Source: an optimization exercise on an open RTL-to-GDS flow (aim: small area, a short achievable clock period and few clock cycles per item). Production flows keep margins and buffers that such runs may drop. RTL that was checked went through simulation tests only; none was proved equivalent to the original. For run 1, only the layout was checked, not whether the RTL still works.

<file path="flow/remap.abc">
strash; dch -f; amap; topo; dnsize
</file>
<file path="flow/rename_regs.py">
#!/usr/bin/env python3
"""rename_regs.py STD NEW OUT

STD and NEW are two Yosys netlists of the same design, from the standard
synthesis and from the same synthesis with `synth -noabc`. Their registers are
the same but may differ in the suffix Yosys puts after the register's name
(for example ro[0]$_DFFE_PN_ against ro[0]$_DFFE_PP_: the polarity of the
enable, before it was mapped to the library's enable flip-flop). Write NEW to
OUT with each register instance renamed to the standard synthesis's name.
Exit 1, writing nothing, unless every register pairs one to one, with the
same cell type."""
import re, sys

REG = re.compile(r'^\s*(sky130_fd_sc_hd__\w*df\w*)\s+(\\\S+|\S+)\s*\(', re.M)

def regs(text):
    out = {}
    for cell, name in REG.findall(text):
        base = name.lstrip('\\').split('$')[0]
        if base in out:
            raise SystemExit(f"two registers with base name {base}")
        out[base] = (cell, name)
    return out

std_t = open(sys.argv[1]).read()
new_t = open(sys.argv[2]).read()
std, new = regs(std_t), regs(new_t)
if set(std) != set(new):
    sys.exit(f"register sets differ: {sorted(set(std) ^ set(new))[:10]}")
for b in std:
    if std[b][0] != new[b][0]:
        sys.exit(f"cell type differs for {b}: {std[b][0]} {new[b][0]}")
n = 0
def sub(m):
    global n
    cell, name = m.group(1), m.group(2)
    base = name.lstrip('\\').split('$')[0]
    want = std[base][1]
    if want != name:
        n += 1
    return m.group(0).replace(name, want, 1)
out = REG.sub(sub, new_t)
# no name may be used twice
names = [nm for _, nm in REG.findall(out)]
assert len(names) == len(set(names))
open(sys.argv[3], 'w').write(out)
print(f"{len(std)} registers paired, {n} renamed")
</file>
<file path="flow/remap.tcl">
# Re-map a mapped netlist's combinational cells with ABC for area.
# Full adders, registers and tie cells stay as they are; half adders are
# re-mapped with the rest.
# Environment: NET (input netlist), OUT (output netlist), LIB (liberty),
# SCRIPT (ABC script), DONT_USE (cells ABC may not use).
yosys -import
set L $::env(LIB)
read_liberty -ignore_miss_func $L
read_verilog $::env(NET)
hierarchy -top calc
foreach m [list sky130_fd_sc_hd__fa_1 sky130_fd_sc_hd__fa_2 \
               sky130_fd_sc_hd__edfxtp_1 sky130_fd_sc_hd__dfxtp_1 sky130_fd_sc_hd__dfrtp_1 \
               sky130_fd_sc_hd__dfstp_1 sky130_fd_sc_hd__dfstp_2 sky130_fd_sc_hd__conb_1] {
  if {[llength [tee -q -s result.string select -list-mod $m]]} { blackbox $m }
}
flatten
opt_clean
# the platform's don't-use cells (DONT_USE_CELLS) are left out
set dont {}
foreach c [split [string trim $::env(DONT_USE)]] { if {$c ne ""} { lappend dont -dont_use $c } }
abc -liberty $L {*}$dont -script $::env(SCRIPT)
opt_clean -purge
splitnets
opt_clean -purge
hilomap -singleton -hicell sky130_fd_sc_hd__conb_1 HI -locell sky130_fd_sc_hd__conb_1 LO
insbuf -buf sky130_fd_sc_hd__buf_4 A X
opt_clean -purge
check
stat -liberty $L
write_verilog -noattr -nohex -nodec $::env(OUT)
</file>
<file path="flow/run.sh">
#!/bin/bash
# Layout flow: the standard layout (standard.sh) with these changes.
#  1. Synthesis is the standard synthesis run with Yosys's `synth -noabc`, so
#     the full adders written out in the RTL are found by extract_fa before any
#     ABC restructuring (saving the inverters ABC leaves between them). The
#     registers are the standard synthesis's: same cells, and renamed to the
#     standard synthesis's names (rename_regs.py checks that they pair one to
#     one). If they do not pair, the standard synthesis is used as it is.
#  2. Every combinational cell of that netlist is set to the smallest drive
#     strength of its family (downsize.py); the flow's repair steps size up
#     what timing, slew or load needs.
#     Then an inverter that is the only load of the inverting gate driving
#     it is folded with that gate into the gate's non-inverting version
#     (merge_inv.py: nand2 + inv -> and2, a21oi + inv -> a21o, ...).
#     Last, ABC re-maps the combinational cells (all but the full adders) for
#     area: strash; dch -f; amap; topo; dnsize (remap.tcl, remap.abc).
#  3. The buffers on the input and output ports are buf_1 cells instead of
#     the flow's default choice, a delay cell (clkdlybuf4s50_1).
#  5. Clock tree synthesis runs with the flow's usual arguments plus
#     -dont_use_dummy_load (no dummy load cells on the clock tree's leaves).
# Each step's output goes to a log file of its own in this folder; the ORFS
# tools' own logs are under orfs/logs.
set -euo pipefail
R=$(pwd)/orfs/results/sky130hd/calc/base

# the standard synthesis, kept for its register names
bash standard.sh synth > 1_standard_synth.log 2>&1
cp "$R/1_2_yosys.v" std_1_2_yosys.v

# the same synthesis without ABC in Yosys's synth
rm -f "$R/1_2_yosys.v" "$R/1_synth.odb" "$R/1_synth.sdc"
if bash standard.sh SYNTH_ARGS=-noabc "$R/1_2_yosys.v" > 2_noabc_synth.log 2>&1 &&
   python3 flow/rename_regs.py std_1_2_yosys.v "$R/1_2_yosys.v" renamed_1_2_yosys.v > 3_rename.log 2>&1; then
  cp renamed_1_2_yosys.v "$R/1_2_yosys.v"
else
  echo "no-abc synthesis not used" >> 3_rename.log
  cp std_1_2_yosys.v "$R/1_2_yosys.v"
fi
# every combinational cell at the smallest drive strength of its family;
# the repair steps of the layout size up what timing, slew or load needs
python3 flow/downsize.py "$FLOW_HOME/platforms/sky130hd/lib/sky130_fd_sc_hd__tt_025C_1v80.lib" \
  "$R/1_2_yosys.v" downsized_1_2_yosys.v > 5_downsize.log 2>&1 &&
  cp downsized_1_2_yosys.v "$R/1_2_yosys.v"
# an inverter that alone loads the inverting gate driving it (NAND, NOR,
# AOI, OAI, ...) becomes, with that gate, the gate's non-inverting version
python3 flow/merge_inv.py "$R/1_2_yosys.v" merged_1_2_yosys.v \
  "$FLOW_HOME/platforms/sky130hd/lib/sky130_fd_sc_hd__tt_025C_1v80.lib" > 6_merge_inv.log 2>&1 &&
  cp merged_1_2_yosys.v "$R/1_2_yosys.v"
# the combinational cells re-mapped by ABC for area (remap.tcl, remap.abc);
# kept only if the registers are still the standard synthesis's
YOSYS="$FLOW_HOME/../tools/install/yosys/bin/yosys"
[[ -x "$YOSYS" ]] || YOSYS=yosys
DONT_USE=$(sed -n '/DONT_USE_CELLS += /,/^#/p' "$FLOW_HOME/platforms/sky130hd/config.mk" |
           grep -o 'sky130_fd_sc_hd__[A-Za-z0-9_]*' | tr '\n' ' ')
export DONT_USE
if NET="$R/1_2_yosys.v" OUT=remapped_1_2_yosys.v SCRIPT=flow/remap.abc \
     LIB="$FLOW_HOME/platforms/sky130hd/lib/sky130_fd_sc_hd__tt_025C_1v80.lib" \
     "$YOSYS" -c flow/remap.tcl > 7_remap.log 2>&1 &&
   python3 flow/rename_regs.py std_1_2_yosys.v remapped_1_2_yosys.v remapped2_1_2_yosys.v > 8_remap_regs.log 2>&1 &&
   ! grep -q -w -F -f <(tr ' ' '\n' <<< "$DONT_USE" | grep .) remapped2_1_2_yosys.v; then
  cp remapped2_1_2_yosys.v "$R/1_2_yosys.v"
else
  echo "re-mapped netlist not used" >> 8_remap_regs.log
fi
touch "$R/1_2_yosys.v"

bash standard.sh BUFFER_PORTS_ARGS="-buffer_cell sky130_fd_sc_hd__buf_1" SETUP_SLACK_MARGIN=29.55 CTS_ARGS="-sink_clustering_enable -repair_clock_nets -buf_list sky130_fd_sc_hd__clkbuf_8 -dont_use_dummy_load" finish > 4_layout.log 2>&1
</file>
<file path="constraint.sdc">
create_clock -name core_clock -period 38.0 [get_ports {clk}]
set_input_delay 7.6000 -clock core_clock [delete_from_list [all_inputs] [get_ports {clk}]]
set_output_delay 7.6000 -clock core_clock [all_outputs]
set_load 0.01 [all_outputs]
</file>
<file path="config.mk">
export PLATFORM = sky130hd
export DESIGN_NAME = calc
export DESIGN_NICKNAME = calc
export VERILOG_FILES = /design/flow/design.v
export SDC_FILE = /design/flow/constraint.sdc
export NUM_CORES = 4
export LEC_CHECK = 0
export ABC_AREA = 1
export CAP_MARGIN = 20
export CORE_MARGIN = 2
export CORE_UTILIZATION = 40
export CTS_BUF_LIST = sky130_fd_sc_hd__clkbuf_8
export SLEW_MARGIN = 20
</file>
<file path="flow/merge_inv.py">
#!/usr/bin/env python3
"""merge_inv.py NETLIST OUT LIB

Fold an inverter into the inverting gate that drives it, when the inverter
is that gate's only load and the gate's complement (same pins, e.g.
nand2 -> and2, a21oi -> a21o, mux2i -> mux2) is a smaller cell than the
two together. The function is unchanged."""
import re, sys
from collections import defaultdict

text = open(sys.argv[1]).read()
INST = re.compile(r'^(\s*)(sky130_fd_sc_hd__\w+)\s+(\\\S+|\S+)\s*\((.*?)\);\n', re.M | re.S)
PIN = re.compile(r'\.(\w+)\(\s*(\\\S+\s|[^()\s]+(?:\[\d+\])?)\s*\)')
insts = []
for m in INST.finditer(text):
    pins = {p: n.strip() for p, n in PIN.findall(m.group(4))}
    insts.append((m, pins))
uses = defaultdict(int)
for tok in re.findall(r'(\\\S+\s|[A-Za-z_][\w$]*(?:\[\d+\])?)', text):
    uses[tok.strip()] += 1
drv = {}
for k, (m, pins) in enumerate(insts):
    for p, n in pins.items():
        if p in ('X', 'Y'):
            drv[n] = k
# gate family -> family of its complement with the same pins (output X)
PAIRS = {'nand2': 'and2', 'nand3': 'and3', 'nand4': 'and4', 'nor2': 'or2',
         'nor3': 'or3', 'nor4': 'or4', 'nand2b': 'and2b', 'nand3b': 'and3b',
         'nand4b': 'and4b', 'nor2b': 'or2b', 'nor3b': 'or3b', 'nor4b': 'or4b',
         'a21oi': 'a21o', 'o21ai': 'o21a', 'a22oi': 'a22o', 'o22ai': 'o22a',
         'a211oi': 'a211o', 'o211ai': 'o211a', 'a31oi': 'a31o', 'o31ai': 'o31a',
         'a32oi': 'a32o', 'o32ai': 'o32a', 'a41oi': 'a41o', 'o41ai': 'o41a',
         'a221oi': 'a221o', 'o221ai': 'o221a', 'a311oi': 'a311o',
         'o311ai': 'o311a', 'a2111oi': 'a2111o', 'o2111ai': 'o2111a',
         'a21boi': 'a21bo', 'o21bai': 'o21ba', 'a2bb2oi': 'a2bb2o',
         'o2bb2ai': 'o2bb2a', 'mux2i': 'mux2', 'xnor2': 'xor2', 'xor2': 'xnor2'}
lib = open(sys.argv[3]).read()
area = {m.group(1): float(m.group(3)) for m in re.finditer(
    r'cell \("?(sky130_fd_sc_hd__\w+)"?\)\s*\{(.*?)area\s*:\s*([\d.]+)', lib, re.S)}
def smallest(f):
    cs = [c for c in area if re.fullmatch(rf'sky130_fd_sc_hd__{f}_\d+', c)]
    return min(cs, key=lambda c: (area[c], c)) if cs else None
drop, repl = set(), {}
for k, (m, pins) in enumerate(insts):
    fam = re.match(r'sky130_fd_sc_hd__(\w+?)_\d+$', m.group(2))
    if not fam or fam.group(1) != 'inv' or 'A' not in pins:
        continue
    n = pins['A']
    d = drv.get(n)
    if d is None or d in drop:
        continue
    dm, dpins = insts[d]
    dfam = re.match(r'sky130_fd_sc_hd__(\w+?)_\d+$', dm.group(2))
    if not dfam or dfam.group(1) not in PAIRS:
        continue
    # the gate's output must be used only by this inverter: the name appears
    # once as the gate's output, once as the inverter's input, and in its
    # wire declaration
    if uses[n] != 3:
        continue
    to = smallest(PAIRS[dfam.group(1)])
    if to is None or area[to] >= area[dm.group(2)] + area[m.group(2)]:
        continue
    ins = [p for p in dpins if p not in ('X', 'Y')]
    def net(x):
        return x + ' ' if x.startswith('\\') else x
    body = ",\n".join(f"    .{p}({net(dpins[p])})" for p in ins) + f",\n    .X({net(pins['Y'])})\n"
    repl[k] = f"{m.group(1)}{to} {m.group(3)} (\n{body}  );\n"
    drop.add(d)
out, last = [], 0
for k, (m, pins) in enumerate(insts):
    out.append(text[last:m.start()])
    if k in drop:
        pass
    elif k in repl:
        out.append(repl[k])
    else:
        out.append(m.group(0))
    last = m.end()
out.append(text[last:])
open(sys.argv[2], 'w').write("".join(out))
print(f"{len(repl)} inverters folded")
</file>
<file path="design.v">
module calc (
                  input [7:0]  inpA ,
                  input [7:0]  inpB ,
                  input [01:0] inpOpType ,
                  output[15:0] outC  ,
                  input        iValid ,
                  output       iStall ,
                  input        oStall ,
                  output       oValid ,
                  input        clk ,
                  input        rstn
                  ) ;
   reg         v0, v1, vo, vs ;
   reg         nvo, nvs ;
   reg  [7:0]  a0, b0 ;
   reg  [1:0]  op0 ;
   reg         dv1 ;           
   reg  [19:0] r1 ;
   reg  [15:0] ro, rs ;
   wire        frz  = ~nvs ;              
   wire        take = ~oStall | nvo ;     
   wire        sub  = op0[0] ;
   wire [7:0]  bx   = b0 ^ {8{sub}} ;
   wire [8:0]  ac ;
   wire [7:0]  as ;
   assign ac[0] = sub ;
   genvar j ;
   generate
     for (j = 0; j < 8; j = j + 1) begin : g_as
       assign as[j]   = a0[j] ^ bx[j] ^ ac[j] ;
       assign ac[j+1] = (a0[j] & bx[j]) | (a0[j] & ac[j]) | (bx[j] & ac[j]) ;
     end
   endgenerate
   wire        ov   = ac[8] ^ sub ;           
   wire [15:0] r_as = {{7{ov & sub}}, ov, as} ;
   wire [15:0] r_mul ;
   wire m_pp0_0 = a0[0] & b0[0];
   wire m_pp0_1 = a0[0] & b0[1];
   wire m_pp0_2 = a0[0] & b0[2];
   wire m_pp0_3 = a0[0] & b0[3];
   wire m_pp0_4 = a0[0] & b0[4];
   wire m_pp0_5 = a0[0] & b0[5];
   wire m_pp0_6 = a0[0] & b0[6];
   wire m_pp0_7 = a0[0] & b0[7];
   wire m_pp1_0 = a0[1] & b0[0];
   wire m_pp1_1 = a0[1] & b0[1];
   wire m_pp1_2 = a0[1] & b0[2];
   wire m_pp1_3 = a0[1] & b0[3];
   wire m_pp1_4 = a0[1] & b0[4];
   wire m_pp1_5 = a0[1] & b0[5];
   wire m_pp1_6 = a0[1] & b0[6];
   wire m_pp1_7 = a0[1] & b0[7];
   wire m_pp2_0 = a0[2] & b0[0];
   wire m_pp2_1 = a0[2] & b0[1];
   wire m_pp2_2 = a0[2] & b0[2];
   wire m_pp2_3 = a0[2] & b0[3];
   wire m_pp2_4 = a0[2] & b0[4];
   wire m_pp2_5 = a0[2] & b0[5];
   wire m_pp2_6 = a0[2] & b0[6];
   wire m_pp2_7 = a0[2] & b0[7];
   wire m_pp3_0 = a0[3] & b0[0];
   wire m_pp3_1 = a0[3] & b0[1];
   wire m_pp3_2 = a0[3] & b0[2];
   wire m_pp3_3 = a0[3] & b0[3];
   wire m_pp3_4 = a0[3] & b0[4];
   wire m_pp3_5 = a0[3] & b0[5];
   wire m_pp3_6 = a0[3] & b0[6];
   wire m_pp3_7 = a0[3] & b0[7];
   wire m_pp4_0 = a0[4] & b0[0];
   wire m_pp4_1 = a0[4] & b0[1];
   wire m_pp4_2 = a0[4] & b0[2];
   wire m_pp4_3 = a0[4] & b0[3];
   wire m_pp4_4 = a0[4] & b0[4];
   wire m_pp4_5 = a0[4] & b0[5];
   wire m_pp4_6 = a0[4] & b0[6];
   wire m_pp4_7 = a0[4] & b0[7];
   wire m_pp5_0 = a0[5] & b0[0];
   wire m_pp5_1 = a0[5] & b0[1];
   wire m_pp5_2 = a0[5] & b0[2];
   wire m_pp5_3 = a0[5] & b0[3];
   wire m_pp5_4 = a0[5] & b0[4];
   wire m_pp5_5 = a0[5] & b0[5];
   wire m_pp5_6 = a0[5] & b0[6];
   wire m_pp5_7 = a0[5] & b0[7];
   wire m_pp6_0 = a0[6] & b0[0];
   wire m_pp6_1 = a0[6] & b0[1];
   wire m_pp6_2 = a0[6] & b0[2];
   wire m_pp6_3 = a0[6] & b0[3];
   wire m_pp6_4 = a0[6] & b0[4];
   wire m_pp6_5 = a0[6] & b0[5];
   wire m_pp6_6 = a0[6] & b0[6];
   wire m_pp6_7 = a0[6] & b0[7];
   wire m_pp7_0 = a0[7] & b0[0];
   wire m_pp7_1 = a0[7] & b0[1];
   wire m_pp7_2 = a0[7] & b0[2];
   wire m_pp7_3 = a0[7] & b0[3];
   wire m_pp7_4 = a0[7] & b0[4];
   wire m_pp7_5 = a0[7] & b0[5];
   wire m_pp7_6 = a0[7] & b0[6];
   wire m_pp7_7 = a0[7] & b0[7];
   wire m_w1 = m_pp0_6 ^ m_pp1_5;
   wire m_w2 = m_pp0_6 & m_pp1_5;
   wire m_w3 = m_pp0_7 ^ m_pp1_6 ^ m_pp2_5;
   wire m_w4 = (m_pp0_7 & m_pp1_6) | (m_pp0_7 & m_pp2_5) | (m_pp1_6 & m_pp2_5);
   wire m_w5 = m_pp3_4 ^ m_pp4_3;
   wire m_w6 = m_pp3_4 & m_pp4_3;
   wire m_w7 = m_pp1_7 ^ m_pp2_6 ^ m_pp3_5;
   wire m_w8 = (m_pp1_7 & m_pp2_6) | (m_pp1_7 & m_pp3_5) | (m_pp2_6 & m_pp3_5);
   wire m_w9 = m_pp4_4 ^ m_pp5_3;
   wire m_w10 = m_pp4_4 & m_pp5_3;
   wire m_w11 = m_pp2_7 ^ m_pp3_6 ^ m_pp4_5;
   wire m_w12 = (m_pp2_7 & m_pp3_6) | (m_pp2_7 & m_pp4_5) | (m_pp3_6 & m_pp4_5);
   wire m_w13 = m_pp0_4 ^ m_pp1_3;
   wire m_w14 = m_pp0_4 & m_pp1_3;
   wire m_w15 = m_pp0_5 ^ m_pp1_4 ^ m_pp2_3;
   wire m_w16 = (m_pp0_5 & m_pp1_4) | (m_pp0_5 & m_pp2_3) | (m_pp1_4 & m_pp2_3);
   wire m_w17 = m_pp3_2 ^ m_pp4_1;
   wire m_w18 = m_pp3_2 & m_pp4_1;
   wire m_w19 = m_w1 ^ m_pp2_4 ^ m_pp3_3;
   wire m_w20 = (m_w1 & m_pp2_4) | (m_w1 & m_pp3_3) | (m_pp2_4 & m_pp3_3);
   wire m_w21 = m_pp4_2 ^ m_pp5_1 ^ m_pp6_0;
   wire m_w22 = (m_pp4_2 & m_pp5_1) | (m_pp4_2 & m_pp6_0) | (m_pp5_1 & m_pp6_0);
   wire m_w23 = m_w3 ^ m_w5 ^ m_pp5_2;
   wire m_w24 = (m_w3 & m_w5) | (m_w3 & m_pp5_2) | (m_w5 & m_pp5_2);
   wire m_w25 = m_pp6_1 ^ m_pp7_0 ^ m_w2;
   wire m_w26 = (m_pp6_1 & m_pp7_0) | (m_pp6_1 & m_w2) | (m_pp7_0 & m_w2);
   wire m_w27 = m_w7 ^ m_w9 ^ m_pp6_2;
   wire m_w28 = (m_w7 & m_w9) | (m_w7 & m_pp6_2) | (m_w9 & m_pp6_2);
   wire m_w29 = m_pp7_1 ^ m_w4 ^ m_w6;
   wire m_w30 = (m_pp7_1 & m_w4) | (m_pp7_1 & m_w6) | (m_w4 & m_w6);
   wire m_w31 = m_w11 ^ m_pp5_4 ^ m_pp6_3;
   wire m_w32 = (m_w11 & m_pp5_4) | (m_w11 & m_pp6_3) | (m_pp5_4 & m_pp6_3);
   wire m_w33 = m_pp7_2 ^ m_w8 ^ m_w10;
   wire m_w34 = (m_pp7_2 & m_w8) | (m_pp7_2 & m_w10) | (m_w8 & m_w10);
   wire m_w35 = m_pp3_7 ^ m_pp4_6 ^ m_pp5_5;
   wire m_w36 = (m_pp3_7 & m_pp4_6) | (m_pp3_7 & m_pp5_5) | (m_pp4_6 & m_pp5_5);
   wire m_w37 = m_pp6_4 ^ m_pp7_3 ^ m_w12;
   wire m_w38 = (m_pp6_4 & m_pp7_3) | (m_pp6_4 & m_w12) | (m_pp7_3 & m_w12);
   wire m_w39 = m_pp4_7 ^ m_pp5_6 ^ m_pp6_5;
   wire m_w40 = (m_pp4_7 & m_pp5_6) | (m_pp4_7 & m_pp6_5) | (m_pp5_6 & m_pp6_5);
   wire m_w41 = m_pp0_3 ^ m_pp1_2;
   wire m_w42 = m_pp0_3 & m_pp1_2;
   wire m_w43 = m_w13 ^ m_pp2_2 ^ m_pp3_1;
   wire m_w44 = (m_w13 & m_pp2_2) | (m_w13 & m_pp3_1) | (m_pp2_2 & m_pp3_1);
   wire m_w45 = m_w15 ^ m_w17 ^ m_pp5_0;
   wire m_w46 = (m_w15 & m_w17) | (m_w15 & m_pp5_0) | (m_w17 & m_pp5_0);
   wire m_w47 = m_w19 ^ m_w21 ^ m_w16;
   wire m_w48 = (m_w19 & m_w21) | (m_w19 & m_w16) | (m_w21 & m_w16);
   wire m_w49 = m_w23 ^ m_w25 ^ m_w20;
   wire m_w50 = (m_w23 & m_w25) | (m_w23 & m_w20) | (m_w25 & m_w20);
   wire m_w51 = m_w27 ^ m_w29 ^ m_w24;
   wire m_w52 = (m_w27 & m_w29) | (m_w27 & m_w24) | (m_w29 & m_w24);
   wire m_w53 = m_w31 ^ m_w33 ^ m_w28;
   wire m_w54 = (m_w31 & m_w33) | (m_w31 & m_w28) | (m_w33 & m_w28);
   wire m_w55 = m_w35 ^ m_w37 ^ m_w32;
   wire m_w56 = (m_w35 & m_w37) | (m_w35 & m_w32) | (m_w37 & m_w32);
   wire m_w57 = m_w39 ^ m_pp7_4 ^ m_w36;
   wire m_w58 = (m_w39 & m_pp7_4) | (m_w39 & m_w36) | (m_pp7_4 & m_w36);
   wire m_w59 = m_pp5_7 ^ m_pp6_6 ^ m_pp7_5;
   wire m_w60 = (m_pp5_7 & m_pp6_6) | (m_pp5_7 & m_pp7_5) | (m_pp6_6 & m_pp7_5);
   wire m_w61 = m_pp0_2 ^ m_pp1_1;
   wire m_w62 = m_pp0_2 & m_pp1_1;
   wire m_w63 = m_w41 ^ m_pp2_1 ^ m_pp3_0;
   wire m_w64 = (m_w41 & m_pp2_1) | (m_w41 & m_pp3_0) | (m_pp2_1 & m_pp3_0);
   wire m_w65 = m_w43 ^ m_pp4_0 ^ m_w42;
   wire m_w66 = (m_w43 & m_pp4_0) | (m_w43 & m_w42) | (m_pp4_0 & m_w42);
   wire m_w67 = m_w45 ^ m_w14 ^ m_w44;
   wire m_w68 = (m_w45 & m_w14) | (m_w45 & m_w44) | (m_w14 & m_w44);
   wire m_w69 = m_w47 ^ m_w18 ^ m_w46;
   wire m_w70 = (m_w47 & m_w18) | (m_w47 & m_w46) | (m_w18 & m_w46);
   wire m_w71 = m_w49 ^ m_w22 ^ m_w48;
   wire m_w72 = (m_w49 & m_w22) | (m_w49 & m_w48) | (m_w22 & m_w48);
   wire m_w73 = m_w51 ^ m_w26 ^ m_w50;
   wire m_w74 = (m_w51 & m_w26) | (m_w51 & m_w50) | (m_w26 & m_w50);
   wire m_w75 = m_w53 ^ m_w30 ^ m_w52;
   wire m_w76 = (m_w53 & m_w30) | (m_w53 & m_w52) | (m_w30 & m_w52);
   wire m_w77 = m_w55 ^ m_w34 ^ m_w54;
   wire m_w78 = (m_w55 & m_w34) | (m_w55 & m_w54) | (m_w34 & m_w54);
   wire m_w79 = m_w57 ^ m_w38 ^ m_w56;
   wire m_w80 = (m_w57 & m_w38) | (m_w57 & m_w56) | (m_w38 & m_w56);
   wire m_w81 = m_w59 ^ m_w40 ^ m_w58;
   wire m_w82 = (m_w59 & m_w40) | (m_w59 & m_w58) | (m_w40 & m_w58);
   wire m_w83 = m_pp6_7 ^ m_pp7_6 ^ m_w60;
   wire m_w84 = (m_pp6_7 & m_pp7_6) | (m_pp6_7 & m_w60) | (m_pp7_6 & m_w60);
   wire m_w85 = m_pp0_1 ^ m_pp1_0;
   wire m_w86 = m_pp0_1 & m_pp1_0;
   wire m_w87 = m_w61 ^ m_pp2_0 ^ m_w86;
   wire m_w88 = (m_w61 & m_pp2_0) | (m_w61 & m_w86) | (m_pp2_0 & m_w86);
   wire m_w89 = m_w63 ^ m_w62 ^ m_w88;
   wire m_w90 = (m_w63 & m_w62) | (m_w63 & m_w88) | (m_w62 & m_w88);
   wire m_w91 = m_w65 ^ m_w64 ^ m_w90;
   wire m_w92 = (m_w65 & m_w64) | (m_w65 & m_w90) | (m_w64 & m_w90);
   wire m_w93 = m_w67 ^ m_w66 ^ m_w92;
   wire m_w94 = (m_w67 & m_w66) | (m_w67 & m_w92) | (m_w66 & m_w92);
   wire m_w95 = m_w69 ^ m_w68 ^ m_w94;
   wire m_w96 = (m_w69 & m_w68) | (m_w69 & m_w94) | (m_w68 & m_w94);
   wire m_w97 = m_w71 ^ m_w70 ^ m_w96;
   wire m_w98 = (m_w71 & m_w70) | (m_w71 & m_w96) | (m_w70 & m_w96);
   wire m_w99 = m_w73 ^ m_w72 ^ m_w98;
   wire m_w100 = (m_w73 & m_w72) | (m_w73 & m_w98) | (m_w72 & m_w98);
   wire m_w101 = m_w75 ^ m_w74 ^ m_w100;
   wire m_w102 = (m_w75 & m_w74) | (m_w75 & m_w100) | (m_w74 & m_w100);
   wire m_w103 = m_w77 ^ m_w76 ^ m_w102;
   wire m_w104 = (m_w77 & m_w76) | (m_w77 & m_w102) | (m_w76 & m_w102);
   wire m_w105 = m_w79 ^ m_w78 ^ m_w104;
   wire m_w106 = (m_w79 & m_w78) | (m_w79 & m_w104) | (m_w78 & m_w104);
   wire m_w107 = m_w81 ^ m_w80 ^ m_w106;
   wire m_w108 = (m_w81 & m_w80) | (m_w81 & m_w106) | (m_w80 & m_w106);
   wire m_w109 = m_w83 ^ m_w82 ^ m_w108;
   wire m_w110 = (m_w83 & m_w82) | (m_w83 & m_w108) | (m_w82 & m_w108);
   wire m_w111 = m_pp7_7 ^ m_w84 ^ m_w110;
   wire m_w112 = (m_pp7_7 & m_w84) | (m_pp7_7 & m_w110) | (m_w84 & m_w110);
   wire m_w113 = 1'b0 ^ m_w112;
   wire m_w114 = 1'b0 & m_w112;
   assign r_mul = {m_w113,m_w111,m_w109,m_w107,m_w105,m_w103,m_w101,m_w99,m_w97,m_w95,m_w93,m_w91,m_w89,m_w87,m_w85,m_pp0_0};
   wire dhhz1 = ~|b0[7:1] ;
   wire dhhz2 = ~|b0[7:2] ;
   wire dhhz3 = ~|b0[7:3] ;
   wire dhhz4 = ~|b0[7:4] ;
   wire dhhz5 = ~|b0[7:5] ;
   wire dhhz6 = ~|b0[7:6] ;
   wire dhhz7 = ~|b0[7:7] ;
   wire dhhz8 = 1'b1 ;
   wire dh7_hz = dhhz1 ;
   wire [1:0] dh7_br ;
   wire [0:0] dh7_d ;
   assign dh7_br[0] = 1'b0 ;
   assign dh7_d[0] = a0[7] ^ b0[0] ^ dh7_br[0] ;
   assign dh7_br[1] = (~a0[7] & b0[0]) | (~(a0[7] ^ b0[0]) & dh7_br[0]) ;
   wire dh7_q = dh7_hz & ~dh7_br[1] ;
   wire dh7_r0 = dh7_q ? dh7_d[0] : a0[7] ;
   wire dh6_hz = dhhz2 ;
   wire [2:0] dh6_br ;
   wire [1:0] dh6_d ;
   assign dh6_br[0] = 1'b0 ;
   assign dh6_d[0] = a0[6] ^ b0[0] ^ dh6_br[0] ;
   assign dh6_br[1] = (~a0[6] & b0[0]) | (~(a0[6] ^ b0[0]) & dh6_br[0]) ;
   assign dh6_d[1] = dh7_r0 ^ b0[1] ^ dh6_br[1] ;
   assign dh6_br[2] = (~dh7_r0 & b0[1]) | (~(dh7_r0 ^ b0[1]) & dh6_br[1]) ;
   wire dh6_q = dh6_hz & ~dh6_br[2] ;
   wire dh6_r0 = dh6_q ? dh6_d[0] : a0[6] ;
   wire dh6_r1 = dh6_q ? dh6_d[1] : dh7_r0 ;
   wire dh5_hz = dhhz3 ;
   wire [3:0] dh5_br ;
   wire [2:0] dh5_d ;
   assign dh5_br[0] = 1'b0 ;
   assign dh5_d[0] = a0[5] ^ b0[0] ^ dh5_br[0] ;
   assign dh5_br[1] = (~a0[5] & b0[0]) | (~(a0[5] ^ b0[0]) & dh5_br[0]) ;
   assign dh5_d[1] = dh6_r0 ^ b0[1] ^ dh5_br[1] ;
   assign dh5_br[2] = (~dh6_r0 & b0[1]) | (~(dh6_r0 ^ b0[1]) & dh5_br[1]) ;
   assign dh5_d[2] = dh6_r1 ^ b0[2] ^ dh5_br[2] ;
   assign dh5_br[3] = (~dh6_r1 & b0[2]) | (~(dh6_r1 ^ b0[2]) & dh5_br[2]) ;
   wire dh5_q = dh5_hz & ~dh5_br[3] ;
   wire dh5_r0 = dh5_q ? dh5_d[0] : a0[5] ;
   wire dh5_r1 = dh5_q ? dh5_d[1] : dh6_r0 ;
   wire dh5_r2 = dh5_q ? dh5_d[2] : dh6_r1 ;
   wire dh4_hz = dhhz4 ;
   wire [4:0] dh4_br ;
   wire [3:0] dh4_d ;
   assign dh4_br[0] = 1'b0 ;
   wire dh4_g0 = ~a0[4] & b0[0] ;
   wire dh4_p0 = ~(a0[4] ^ b0[0]) ;
   wire dh4_g1 = ~dh5_r0 & b0[1] ;
   wire dh4_p1 = ~(dh5_r0 ^ b0[1]) ;
   wire dh4_g2 = ~dh5_r1 & b0[2] ;
   wire dh4_p2 = ~(dh5_r1 ^ b0[2]) ;
   wire dh4_g3 = ~dh5_r2 & b0[3] ;
   wire dh4_p3 = ~(dh5_r2 ^ b0[3]) ;
   assign dh4_br[1] = dh4_g0 | (dh4_p0 & dh4_br[0]) ;
   assign dh4_br[2] = dh4_g1 | (dh4_p1 & dh4_g0) | (dh4_p1 & dh4_p0 & dh4_br[0]) ;
   assign dh4_br[3] = dh4_g2 | (dh4_p2 & dh4_br[2]) ;
   assign dh4_br[4] = dh4_g3 | (dh4_p3 & dh4_g2) | (dh4_p3 & dh4_p2 & dh4_br[2]) ;
   assign dh4_d[0] = a0[4] ^ b0[0] ^ dh4_br[0] ;
   assign dh4_d[1] = dh5_r0 ^ b0[1] ^ dh4_br[1] ;
   assign dh4_d[2] = dh5_r1 ^ b0[2] ^ dh4_br[2] ;
   assign dh4_d[3] = dh5_r2 ^ b0[3] ^ dh4_br[3] ;
   wire dh4_q = dh4_hz & ~dh4_br[4] ;
   wire dh4_r0 = dh4_q ? dh4_d[0] : a0[4] ;
   wire dh4_r1 = dh4_q ? dh4_d[1] : dh5_r0 ;
   wire dh4_r2 = dh4_q ? dh4_d[2] : dh5_r1 ;
   wire dh4_r3 = dh4_q ? dh4_d[3] : dh5_r2 ;
   wire [19:0] dstate = {b0, {dh7_q, dh6_q, dh5_q, dh4_q}, {dh4_r3, dh4_r2, dh4_r1, dh4_r0}, a0[3:0]} ;
   wire        dv0  = op0[1] & op0[0] ;
   wire [19:0] r1_n = {dstate[19:16], dv0 ? dstate[15:0] : (op0[1] ? r_mul : r_as)} ;
   wire [7:0]  b1 = r1[19:12] ;
   wire dlhz1 = ~|b1[7:1] ;
   wire dlhz2 = ~|b1[7:2] ;
   wire dlhz3 = ~|b1[7:3] ;
   wire dlhz4 = ~|b1[7:4] ;
   wire dlhz5 = ~|b1[7:5] ;
   wire dlhz6 = ~|b1[7:6] ;
   wire dlhz7 = ~|b1[7:7] ;
   wire dlhz8 = 1'b1 ;
   wire dl3_hz = dlhz5 ;
   wire [5:0] dl3_br ;
   wire [4:0] dl3_d ;
   assign dl3_br[0] = 1'b0 ;
   wire dl3_g0 = ~r1[3] & b1[0] ;
   wire dl3_p0 = ~(r1[3] ^ b1[0]) ;
   wire dl3_g1 = ~r1[4] & b1[1] ;
   wire dl3_p1 = ~(r1[4] ^ b1[1]) ;
   wire dl3_g2 = ~r1[5] & b1[2] ;
   wire dl3_p2 = ~(r1[5] ^ b1[2]) ;
   wire dl3_g3 = ~r1[6] & b1[3] ;
   wire dl3_p3 = ~(r1[6] ^ b1[3]) ;
   wire dl3_g4 = ~r1[7] & b1[4] ;
   wire dl3_p4 = ~(r1[7] ^ b1[4]) ;
   assign dl3_br[1] = dl3_g0 | (dl3_p0 & dl3_br[0]) ;
   assign dl3_br[2] = dl3_g1 | (dl3_p1 & dl3_g0) | (dl3_p1 & dl3_p0 & dl3_br[0]) ;
   assign dl3_br[3] = dl3_g2 | (dl3_p2 & dl3_br[2]) ;
   assign dl3_br[4] = dl3_g3 | (dl3_p3 & dl3_g2) | (dl3_p3 & dl3_p2 & dl3_br[2]) ;
   assign dl3_br[5] = dl3_g4 | (dl3_p4 & dl3_br[4]) ;
   assign dl3_d[0] = r1[3] ^ b1[0] ^ dl3_br[0] ;
   assign dl3_d[1] = r1[4] ^ b1[1] ^ dl3_br[1] ;
   assign dl3_d[2] = r1[5] ^ b1[2] ^ dl3_br[2] ;
   assign dl3_d[3] = r1[6] ^ b1[3] ^ dl3_br[3] ;
   assign dl3_d[4] = r1[7] ^ b1[4] ^ dl3_br[4] ;
   wire dl3_q = dl3_hz & ~dl3_br[5] ;
   wire dl3_r0 = dl3_q ? dl3_d[0] : r1[3] ;
   wire dl3_r1 = dl3_q ? dl3_d[1] : r1[4] ;
   wire dl3_r2 = dl3_q ? dl3_d[2] : r1[5] ;
   wire dl3_r3 = dl3_q ? dl3_d[3] : r1[6] ;
   wire dl3_r4 = dl3_q ? dl3_d[4] : r1[7] ;
   wire dl2_hz = dlhz6 ;
   wire [6:0] dl2_br ;
   wire [5:0] dl2_d ;
   assign dl2_br[0] = 1'b0 ;
   wire dl2_g0 = ~r1[2] & b1[0] ;
   wire dl2_p0 = ~(r1[2] ^ b1[0]) ;
   wire dl2_g1 = ~dl3_r0 & b1[1] ;
   wire dl2_p1 = ~(dl3_r0 ^ b1[1]) ;
   wire dl2_g2 = ~dl3_r1 & b1[2] ;
   wire dl2_p2 = ~(dl3_r1 ^ b1[2]) ;
   wire dl2_g3 = ~dl3_r2 & b1[3] ;
   wire dl2_p3 = ~(dl3_r2 ^ b1[3]) ;
   wire dl2_g4 = ~dl3_r3 & b1[4] ;
   wire dl2_p4 = ~(dl3_r3 ^ b1[4]) ;
   wire dl2_g5 = ~dl3_r4 & b1[5] ;
   wire dl2_p5 = ~(dl3_r4 ^ b1[5]) ;
   assign dl2_br[1] = dl2_g0 | (dl2_p0 & dl2_br[0]) ;
   assign dl2_br[2] = dl2_g1 | (dl2_p1 & dl2_g0) | (dl2_p1 & dl2_p0 & dl2_br[0]) ;
   assign dl2_br[3] = dl2_g2 | (dl2_p2 & dl2_br[2]) ;
   assign dl2_br[4] = dl2_g3 | (dl2_p3 & dl2_g2) | (dl2_p3 & dl2_p2 & dl2_br[2]) ;
   assign dl2_br[5] = dl2_g4 | (dl2_p4 & dl2_br[4]) ;
   assign dl2_br[6] = dl2_g5 | (dl2_p5 & dl2_g4) | (dl2_p5 & dl2_p4 & dl2_br[4]) ;
   assign dl2_d[0] = r1[2] ^ b1[0] ^ dl2_br[0] ;
   assign dl2_d[1] = dl3_r0 ^ b1[1] ^ dl2_br[1] ;
   assign dl2_d[2] = dl3_r1 ^ b1[2] ^ dl2_br[2] ;
   assign dl2_d[3] = dl3_r2 ^ b1[3] ^ dl2_br[3] ;
   assign dl2_d[4] = dl3_r3 ^ b1[4] ^ dl2_br[4] ;
   assign dl2_d[5] = dl3_r4 ^ b1[5] ^ dl2_br[5] ;
   wire dl2_q = dl2_hz & ~dl2_br[6] ;
   wire dl2_r0 = dl2_q ? dl2_d[0] : r1[2] ;
   wire dl2_r1 = dl2_q ? dl2_d[1] : dl3_r0 ;
   wire dl2_r2 = dl2_q ? dl2_d[2] : dl3_r1 ;
   wire dl2_r3 = dl2_q ? dl2_d[3] : dl3_r2 ;
   wire dl2_r4 = dl2_q ? dl2_d[4] : dl3_r3 ;
   wire dl2_r5 = dl2_q ? dl2_d[5] : dl3_r4 ;
   wire dl1_hz = dlhz7 ;
   wire [7:0] dl1_br ;
   wire [6:0] dl1_d ;
   assign dl1_br[0] = 1'b0 ;
   wire dl1_g0 = ~r1[1] & b1[0] ;
   wire dl1_p0 = ~(r1[1] ^ b1[0]) ;
   wire dl1_g1 = ~dl2_r0 & b1[1] ;
   wire dl1_p1 = ~(dl2_r0 ^ b1[1]) ;
   wire dl1_g2 = ~dl2_r1 & b1[2] ;
   wire dl1_p2 = ~(dl2_r1 ^ b1[2]) ;
   wire dl1_g3 = ~dl2_r2 & b1[3] ;
   wire dl1_p3 = ~(dl2_r2 ^ b1[3]) ;
   wire dl1_g4 = ~dl2_r3 & b1[4] ;
   wire dl1_p4 = ~(dl2_r3 ^ b1[4]) ;
   wire dl1_g5 = ~dl2_r4 & b1[5] ;
   wire dl1_p5 = ~(dl2_r4 ^ b1[5]) ;
   wire dl1_g6 = ~dl2_r5 & b1[6] ;
   wire dl1_p6 = ~(dl2_r5 ^ b1[6]) ;
   assign dl1_br[1] = dl1_g0 | (dl1_p0 & dl1_br[0]) ;
   assign dl1_br[2] = dl1_g1 | (dl1_p1 & dl1_g0) | (dl1_p1 & dl1_p0 & dl1_br[0]) ;
   assign dl1_br[3] = dl1_g2 | (dl1_p2 & dl1_br[2]) ;
   assign dl1_br[4] = dl1_g3 | (dl1_p3 & dl1_g2) | (dl1_p3 & dl1_p2 & dl1_br[2]) ;
   assign dl1_br[5] = dl1_g4 | (dl1_p4 & dl1_br[4]) ;
   assign dl1_br[6] = dl1_g5 | (dl1_p5 & dl1_g4) | (dl1_p5 & dl1_p4 & dl1_br[4]) ;
   assign dl1_br[7] = dl1_g6 | (dl1_p6 & dl1_br[6]) ;
   assign dl1_d[0] = r1[1] ^ b1[0] ^ dl1_br[0] ;
   assign dl1_d[1] = dl2_r0 ^ b1[1] ^ dl1_br[1] ;
   assign dl1_d[2] = dl2_r1 ^ b1[2] ^ dl1_br[2] ;
   assign dl1_d[3] = dl2_r2 ^ b1[3] ^ dl1_br[3] ;
   assign dl1_d[4] = dl2_r3 ^ b1[4] ^ dl1_br[4] ;
   assign dl1_d[5] = dl2_r4 ^ b1[5] ^ dl1_br[5] ;
   assign dl1_d[6] = dl2_r5 ^ b1[6] ^ dl1_br[6] ;
   wire dl1_q = dl1_hz & ~dl1_br[7] ;
   wire dl1_r0 = dl1_q ? dl1_d[0] : r1[1] ;
   wire dl1_r1 = dl1_q ? dl1_d[1] : dl2_r0 ;
   wire dl1_r2 = dl1_q ? dl1_d[2] : dl2_r1 ;
   wire dl1_r3 = dl1_q ? dl1_d[3] : dl2_r2 ;
   wire dl1_r4 = dl1_q ? dl1_d[4] : dl2_r3 ;
   wire dl1_r5 = dl1_q ? dl1_d[5] : dl2_r4 ;
   wire dl1_r6 = dl1_q ? dl1_d[6] : dl2_r5 ;
   wire dl0_hz = dlhz8 ;
   wire [8:0] dl0_br ;
   wire [7:0] dl0_d ;
   assign dl0_br[0] = 1'b0 ;
   wire dl0_g0 = ~r1[0] & b1[0] ;
   wire dl0_p0 = ~(r1[0] ^ b1[0]) ;
   wire dl0_g1 = ~dl1_r0 & b1[1] ;
   wire dl0_p1 = ~(dl1_r0 ^ b1[1]) ;
   wire dl0_g2 = ~dl1_r1 & b1[2] ;
   wire dl0_p2 = ~(dl1_r1 ^ b1[2]) ;
   wire dl0_g3 = ~dl1_r2 & b1[3] ;
   wire dl0_p3 = ~(dl1_r2 ^ b1[3]) ;
   wire dl0_g4 = ~dl1_r3 & b1[4] ;
   wire dl0_p4 = ~(dl1_r3 ^ b1[4]) ;
   wire dl0_g5 = ~dl1_r4 & b1[5] ;
   wire dl0_p5 = ~(dl1_r4 ^ b1[5]) ;
   wire dl0_g6 = ~dl1_r5 & b1[6] ;
   wire dl0_p6 = ~(dl1_r5 ^ b1[6]) ;
   wire dl0_g7 = ~dl1_r6 & b1[7] ;
   wire dl0_p7 = ~(dl1_r6 ^ b1[7]) ;
   assign dl0_br[1] = dl0_g0 | (dl0_p0 & dl0_br[0]) ;
   assign dl0_br[2] = dl0_g1 | (dl0_p1 & dl0_g0) | (dl0_p1 & dl0_p0 & dl0_br[0]) ;
   assign dl0_br[3] = dl0_g2 | (dl0_p2 & dl0_br[2]) ;
   assign dl0_br[4] = dl0_g3 | (dl0_p3 & dl0_g2) | (dl0_p3 & dl0_p2 & dl0_br[2]) ;
   assign dl0_br[5] = dl0_g4 | (dl0_p4 & dl0_br[4]) ;
   assign dl0_br[6] = dl0_g5 | (dl0_p5 & dl0_g4) | (dl0_p5 & dl0_p4 & dl0_br[4]) ;
   assign dl0_br[7] = dl0_g6 | (dl0_p6 & dl0_br[6]) ;
   assign dl0_br[8] = dl0_g7 | (dl0_p7 & dl0_g6) | (dl0_p7 & dl0_p6 & dl0_br[6]) ;
   assign dl0_d[0] = r1[0] ^ b1[0] ^ dl0_br[0] ;
   assign dl0_d[1] = dl1_r0 ^ b1[1] ^ dl0_br[1] ;
   assign dl0_d[2] = dl1_r1 ^ b1[2] ^ dl0_br[2] ;
   assign dl0_d[3] = dl1_r2 ^ b1[3] ^ dl0_br[3] ;
   assign dl0_d[4] = dl1_r3 ^ b1[4] ^ dl0_br[4] ;
   assign dl0_d[5] = dl1_r4 ^ b1[5] ^ dl0_br[5] ;
   assign dl0_d[6] = dl1_r5 ^ b1[6] ^ dl0_br[6] ;
   assign dl0_d[7] = dl1_r6 ^ b1[7] ^ dl0_br[7] ;
   wire dl0_q = dl0_hz & ~dl0_br[8] ;
   wire [15:0] res = dv1 ? ((b1 == 8'd0) ? 16'd0 : {8'd0, r1[11:8], {dl3_q, dl2_q, dl1_q, dl0_q}})
                         : r1[15:0] ;
   reg         vo_n, vs_n ;
   always @* begin
     vo_n = ~nvo ;
     vs_n = frz ;
     if (take) begin
       if (frz) begin
         vo_n = 1'b1 ;
         vs_n = 1'b0 ;
       end
       else vo_n = v1 ;
     end
     else if (!frz) vs_n = v1 ;
   end
always @(posedge clk or negedge rstn) begin
  if (!rstn) begin
    v0  <= 1'b0 ;
    v1  <= 1'b0 ;
    vo  <= 1'b0 ;
    vs  <= 1'b0 ;
    nvo <= 1'b1 ;
    nvs <= 1'b1 ;
  end
  else begin
    if (!frz) begin
      v0 <= iValid ;
      v1 <= v0 ;
    end
    vo  <= vo_n ;
    vs  <= vs_n ;
    nvo <= ~vo_n ;
    nvs <= ~vs_n ;
  end
end
always @(posedge clk) begin
  if (!frz) begin
    a0  <= inpA ;
    b0  <= inpB ;
    op0 <= inpOpType ;
    dv1 <= dv0 ;
    r1  <= r1_n ;
  end
  if (take) ro <= frz ? rs : res ;
  if (!frz) rs <= res ;
end
assign iStall = vs ;
assign oValid = vo ;
assign outC   = ro ;
endmodule
</file>
<file path="standard.sh">
#!/bin/bash
# synth_recipe.tcl (not shown) runs the flow's synth.tcl, then flattens the netlist and writes it again
# the make line also repeats each setting of config.mk as NAME=value (left out here)
make -C /OpenROAD-flow-scripts/flow DESIGN_CONFIG=/design/flow/config.mk WORK_HOME=/design/flow/orfs CLKGATE_MAP_FILE= SYNTH_SCRIPT=/design/flow/synth_recipe.tcl "${@:-finish}"
</file>
<file path="flow/downsize.py">
#!/usr/bin/env python3
"""downsize.py LIB NETLIST OUT

Give every combinational cell of a Yosys netlist the smallest-area drive
strength of its own cell family (same function and pins, e.g. nand2_4 ->
nand2_1). Registers, adders and tie cells are left as they are. The flow's
repair steps afterwards size up whatever timing, slew or load needs."""
import re, sys

lib = open(sys.argv[1]).read()
area = {m.group(1): float(m.group(3)) for m in re.finditer(
    r'cell \("?(sky130_fd_sc_hd__\w+)"?\)\s*\{(.*?)area\s*:\s*([\d.]+)', lib, re.S)}
dont = {'sky130_fd_sc_hd__probe_p_8', 'sky130_fd_sc_hd__probec_p_8'}
fam = {}
for c in area:
    m = re.match(r'(sky130_fd_sc_hd__\w+?)_(\d+)$', c)
    if m and c not in dont and 'lpflow' not in c:
        fam.setdefault(m.group(1), []).append(c)
skip = re.compile(r'__(e?s?df|dl|sdf|edf|fa|ha|fah|conb|tap|fill|decap|clk|probe|dly|bufbuf|bufinv)')
best = {}
for f, cs in fam.items():
    best[f] = min(cs, key=lambda c: (area[c], c))
text = open(sys.argv[2]).read()
n = 0
def sub(m):
    global n
    c = m.group(1)
    if skip.search(c):
        return m.group(0)
    f = re.match(r'(sky130_fd_sc_hd__\w+?)_(\d+)$', c)
    if not f or f.group(1) not in best or best[f.group(1)] == c:
        return m.group(0)
    n += 1
    return m.group(0).replace(c, best[f.group(1)], 1)
out = re.sub(r'^\s*(sky130_fd_sc_hd__\w+)\s', sub, text, flags=re.M)
open(sys.argv[3], 'w').write(out)
print(f"{n} cells downsized")
</file>
==> results of run 1 <==
final cells by class:
type | instances | share of cell area, %
timing repair buffer | 41 | 3.23
sequential | 77 | 37.6
clock buffer | 9 | 2.19
inverter | 48 | 3.21
tap | 172 | 3.81
multi-input combinational | 338 | 50.0
layer usage:
layer | share of wire [%] | up-vias | global-route usage [%]
met1 | 44 | 1842 | 25.6
met2 | 50 | 94 | 31.9
li1 | - | 1745 | -
met4 | 1.8 | 0 | 7.45
met3 | 3.8 | 18 | 4.12
met5 | 0 | - | 0
final timing paths:
kind | cells past startpoint | slack, ps | endpoint | startpoint
max in group asynchronous | 1 | 30640 | nvo | rstn
max reg2reg | 34 | 30400 | ro[0] | r1[12]
min | 1 | 450 | nvo | v1
max | 1 | 29530 | outC[11] | ro[11]
min reg2reg | 1 | 450 | nvo | v1
min in group asynchronous | 1 | 7080 | vo | rstn
stage by stage:
stage / utilization, % / setup WS (ps) / hold slack (ps)
6_report: 45.2 / 29530 / 449
3_3_place_gp: 43.8 / 29500 / 433
4_1_cts: 44.8 / 29520 / 453
2_1_floorplan: - / 29670 / 407
3_5_place_dp: 43.8 / 29470 / 441
5_1_grt: 45.2 / 29460 / 482
sequential cells by signal (all words and copies together) (netlist names):
register,flops
nvs,1
nvo,1
a0,8
v1,1
vo,1
r1,20
op0,2
ro,16
rs,16
v0,1
b0,8
dv1,1
vs,1
timing repair:
item,CTS,global route
endpoints found under the setup margin,17,20
pin swaps,0,0
gates resized for setup,0,22
==> run notes, run 1 <==
* Design area at about 0.0057 mm^2
* Delay of the slowest critical-path stage at 370 ps
* Final period util at between 20% and 30%
* I/O pins at 40
* Slowest-stage cell, CP: edfxtp_1
* CTS tree: built
* Final Wtd Congestion at about 0.9
* Avg WL per Cell at 17.1 um
* # setup viols final at 0
* Cell Chain, Critical Path: clkbuf_2
* Clk Latency, worst-skew pair at 360 ps
* CP Data Arrival Time at 870 ps
* Finished Layout Cells at around 690
* Synthesized area at between 0.005 and 0.006 mm^2
* Family with the most delay on the worst path: flip-flops
* Die height at between 100 and 150 um
* # fillers at 1,241
* Yosys warns at 1
* Via count at 3,699
* WP data required at approximately 30,000 ps
* Worst-path clk slew at about 80 ps
* Placed cell area at 0.00549 mm^2
* Setup Total Neg Slack at 0 ps
* 1st-pass router iterations at 5
* Final Max Tran Viols at 0
* Fin. Hold Viols at 0
* Crit start category: flop
* Max Cap Violations at 0
* Syn nets at 556
* Status: timing/DRC/antenna clean
* Initial antenna violation count at 0
* Most frequent cells in the layout: nor2_1, fa_1, edfxtp_1
* Detail Route Antenna Nets at 0
* Fmax at about 0.12 GHz
* # diodes at 0
* Slew of the pin with the lowest slew margin at 928 ps
* DRC at 0
* RSZ-0062 raised after global routing: yes
* DIE WIDTH at 117 um
* P&R area growth vs syn at 10.7%
* Inst Count DP at 676
* Gr usage total at between 15 and 20%
* Setup crit end kind: output port
* Die area at 0.0137 mm^2
* Root Driver: clkbuf_8
* CTS Buf Count at 9
* Drt initial violations at 324
* Total Wirelength at 11,700 um
* Mapped Avg Cell Area at 11.0 um^2
* H-tree depth at 3
* First-pass GRT wire length at 19,800 um
* Clock Skew at between 20 and 30 ps
* Area of the multi-input gates at 0.00283 mm^2
* Nets at between 600 and 700
* CTS Hold Bufs at 0
* Hpwl dp at 9190 um
* Crit path max fanout at 1
* Core Area at around 0.013 mm^2
* Most common cell after layout, fill and taps aside: nor2_1
* Postcts setup bufs at 0
* CTS Buffer Depth at 2
* Via density at roughly 5.4
* Vias in the first global route at 3,891
* Pin count of the biggest net entering global routing at 44
* Hold Path Class: reg -> reg
* Final min period at 8470 ps
* Sink Count at 77
* Cells after synthesis at about 460
* Row count at 41
* PortBufs at 39
* Layout cells sized above 1 at 6.82%
* FF/Latch Area at 0.00212 mm^2
* Crit path kind: reg -> out
* Initial core utilization at about two fifths
* Aggregate global routing overflow at 0
* Relative slew slack at 37.9%
* Buffer and inverter count on the worst path at 1
==> run 2, diff against run 1 <==
--- a/design.v
+++ b/design.v
@@ -260,18 +260,10 @@
    assign dh4_br[0] = 1'b0 ;
-   wire dh4_g0 = ~a0[4] & b0[0] ;
-   wire dh4_p0 = ~(a0[4] ^ b0[0]) ;
-   wire dh4_g1 = ~dh5_r0 & b0[1] ;
-   wire dh4_p1 = ~(dh5_r0 ^ b0[1]) ;
-   wire dh4_g2 = ~dh5_r1 & b0[2] ;
-   wire dh4_p2 = ~(dh5_r1 ^ b0[2]) ;
-   wire dh4_g3 = ~dh5_r2 & b0[3] ;
-   wire dh4_p3 = ~(dh5_r2 ^ b0[3]) ;
-   assign dh4_br[1] = dh4_g0 | (dh4_p0 & dh4_br[0]) ;
-   assign dh4_br[2] = dh4_g1 | (dh4_p1 & dh4_g0) | (dh4_p1 & dh4_p0 & dh4_br[0]) ;
-   assign dh4_br[3] = dh4_g2 | (dh4_p2 & dh4_br[2]) ;
-   assign dh4_br[4] = dh4_g3 | (dh4_p3 & dh4_g2) | (dh4_p3 & dh4_p2 & dh4_br[2]) ;
    assign dh4_d[0] = a0[4] ^ b0[0] ^ dh4_br[0] ;
+   assign dh4_br[1] = (~a0[4] & b0[0]) | (~(a0[4] ^ b0[0]) & dh4_br[0]) ;
    assign dh4_d[1] = dh5_r0 ^ b0[1] ^ dh4_br[1] ;
+   assign dh4_br[2] = (~dh5_r0 & b0[1]) | (~(dh5_r0 ^ b0[1]) & dh4_br[1]) ;
    assign dh4_d[2] = dh5_r1 ^ b0[2] ^ dh4_br[2] ;
+   assign dh4_br[3] = (~dh5_r1 & b0[2]) | (~(dh5_r1 ^ b0[2]) & dh4_br[2]) ;
    assign dh4_d[3] = dh5_r2 ^ b0[3] ^ dh4_br[3] ;
+   assign dh4_br[4] = (~dh5_r2 & b0[3]) | (~(dh5_r2 ^ b0[3]) & dh4_br[3]) ;
    wire dh4_q = dh4_hz & ~dh4_br[4] ;
==> run 2 against run 1 <==
- final cell count down 1.2%
- die area rose by 0.40%
- worst setup slack worse by 18 ps
- first-iteration DRC count is 11% higher
==> run notes, run 2 <==
* PortBufs at 39
* Nets at roughly 600
* Final Max Tran Viols at 0
* Via density at 5.50
* Crit. Startpoint: ro[6]
* Initial antenna violation count at 0
* Path depth of the worst reg2reg path at 37
* Initial core utilization at 40.8%
* Aggregate global routing overflow at 0
* Status: timing/DRC/antenna clean
* CTS Hold Bufs at 0
* Pin count of the biggest net entering global routing at 46
* Buffer and inverter count on the worst path at 1
* Sink Count at 77
* Crit path kind: reg -> out
* Most common cell after layout, fill and taps aside: nor2_1
* Mapped Avg Cell Area at 11.2 um^2
* # setup viols final at 0
* Core Area at between 0.01 and 0.015 mm^2
* Hpwl dp at 8750 um
* Vias in the first global route at 3,741
* 1st-pass router iterations at 5
* # diodes at 0
* Yosys warns at 1
* Max FFs per register at 20
* RSZ-0062 raised after global routing: yes
* Fmax at 0.118 GHz
* Synthesized area at 0.00513 mm^2
* CP Data Arrival Time at 890 ps
* Max Cap Violations at 0
* Total Wirelength at 11,400 um
* Setup crit end kind: output port
* CTS Buf Count at 9
* First-pass GRT wire length at about 19,000 um
* Worst-path clk slew at 90 ps
* Family with the most delay on the worst path: flip-flops
* Slowest-stage cell, CP: edfxtp_1
* Cell Chain, Critical Path: clkbuf_2
* Most frequent cells in the layout: nor2_1, fa_1, edfxtp_1
* CTS Buffer Depth at 2
* Drt initial violations at 361
* Relative slew slack at between 30% and 40%
* Global route hottest layer: met2
* Row count at 41
* DIE WIDTH at 117 um
* Avg WL per Cell at between 15 and 20 um
* Setup Total Neg Slack at 0 ps
* Via count at 3,726
* Met2 Use GR at between 20 and 30%
* # fillers at roughly 1,200
* GR Layer Usage met3 at 3.86%
* Die height at roughly 120 um
* Clk Latency, worst-skew pair at 360 ps
* WP depth at 1
* Fin. Hold Viols at 0
* Top reg by flops: r1
* Detail Route Antenna Nets at 0
* Syn nets at 550
* Final min period at 8490 ps
* Final period util at 22.3%
* Layout cells sized above 1 at 6.53%
* CTS tree: built
* Final Wtd Congestion at 0.919
* WP data required at 30,400 ps
* Cells after synthesis at 456
* Gr usage total at a little under a fifth
* Hold Path Class: reg -> reg
* Final Util at between 40 and 50%
* WHS Path Cells at 1
* Delay of the slowest critical-path stage at 390 ps
* P&R area growth vs syn at 10.1%
* Global routing usage on met1 at 24.9%
* Clock Skew at 28.2 ps
* I/O pins at 40
* Biggest regs: r1 (20), ro (16), rs (16)
* Crit start category: flop
* Die area at 0.0137 mm^2
* Crit path max fanout at 1
* Worst hold start: v1
* Root Driver: clkbuf_8
* DRC at 0
* Critical R2R Launch: r1[12]
* H-tree depth at 3
* Slew of the pin with the lowest slew margin at 1010 ps
[run 2: area by class of cell]
cell class,instances,area (um^2),area share (%)
multi-input cells,331,2830,50.1
flip-flops and latches,77,2120,37.6
well taps,172,215,3.81
inverters,48,181,3.21
repair buffers,40,175,3.10
clock buffers,9,124,2.19
[run 2: repair_timing]
action | in CTS | in global routing
resized for setup | 0 | 20
setup endpoints to repair | 18 | 20
buffers inserted | 0 | 0
cloned | 0 | 0
[run 2: path summary, 6_finish.rpt]
check                      slack, ps       to
max                            29510  outC[6]
min                              440      nvo
max reg2reg                    30020    ro[0]
min reg2reg                      440      nvo
max in group asynchronous      30620      nvs
min in group asynchronous       7100       v0
[run 2: worst register-to-register path: cells and delay by family (launching register included)]
| kind | cells | cell delay [ps] |
|---|---|---|
| flops | 1 | 500 |
| compound gates | 19 | 3330 |
| buf+inv | 4 | 680 |
| fa+ha+maj | 5 | 1930 |
| simple gates | 9 | 1280 |
[run 2: metrics by stage]
step                      worst slack, ps  std cells  area, um^2  hold slack [ps]
after floorplan                     29670        456        5130              407
after global placement              29490        668        5500              424
after detailed placement            29460        668        5500              436
after CTS                           29490        677        5620              447
after global routing                29460        677        5650              472
final                               29510        677        5650              445
[run 2: metal layers]
layer	vias up	part of all wire, %
met1	1828	44
met3	25	6.0
li1	1718	-
met5	-	0
met2	155	47
met4	0	2.5
Testbench counts of run 2, summed over its fixed seeds: cycles 12,024, items 12,000.

-- afterwards: timing with drivers on the ports --
Ports are ideal in the flow. The routed layouts listed here were re-timed in OpenROAD. Step 1: set_driving_cell puts a clkbuf_16 on clk and a buf_2 on each other input, an assumption about the parent block. Step 2 times the ports against the registers' clock, not the clock port: input delays grow and output delays shrink by t, the midpoint of the rising clock arrivals with the driver on. Slacks: ideal ports / drivers / drivers and shift; pairs: ideal ports / drivers.
| run | t (ns) | setup WS [ns] | worst hold slack (ns) | worst setup path at the end |
|---|---|---|---|---|
| run 1 | 0.384 | 29.529 / 29.493 / 29.480 | 0.449 / 0.449 / 0.449 | input to register |
| run 2 | 0.386 | 29.511 / 29.475 / 29.471 | 0.445 / 0.445 / 0.445 | input to register |
After both steps every run listed still meets setup and hold. For run 1, which loses most, drivers alone change the setup slack by -0.036 ns; drivers and shift together by -0.049 ns.
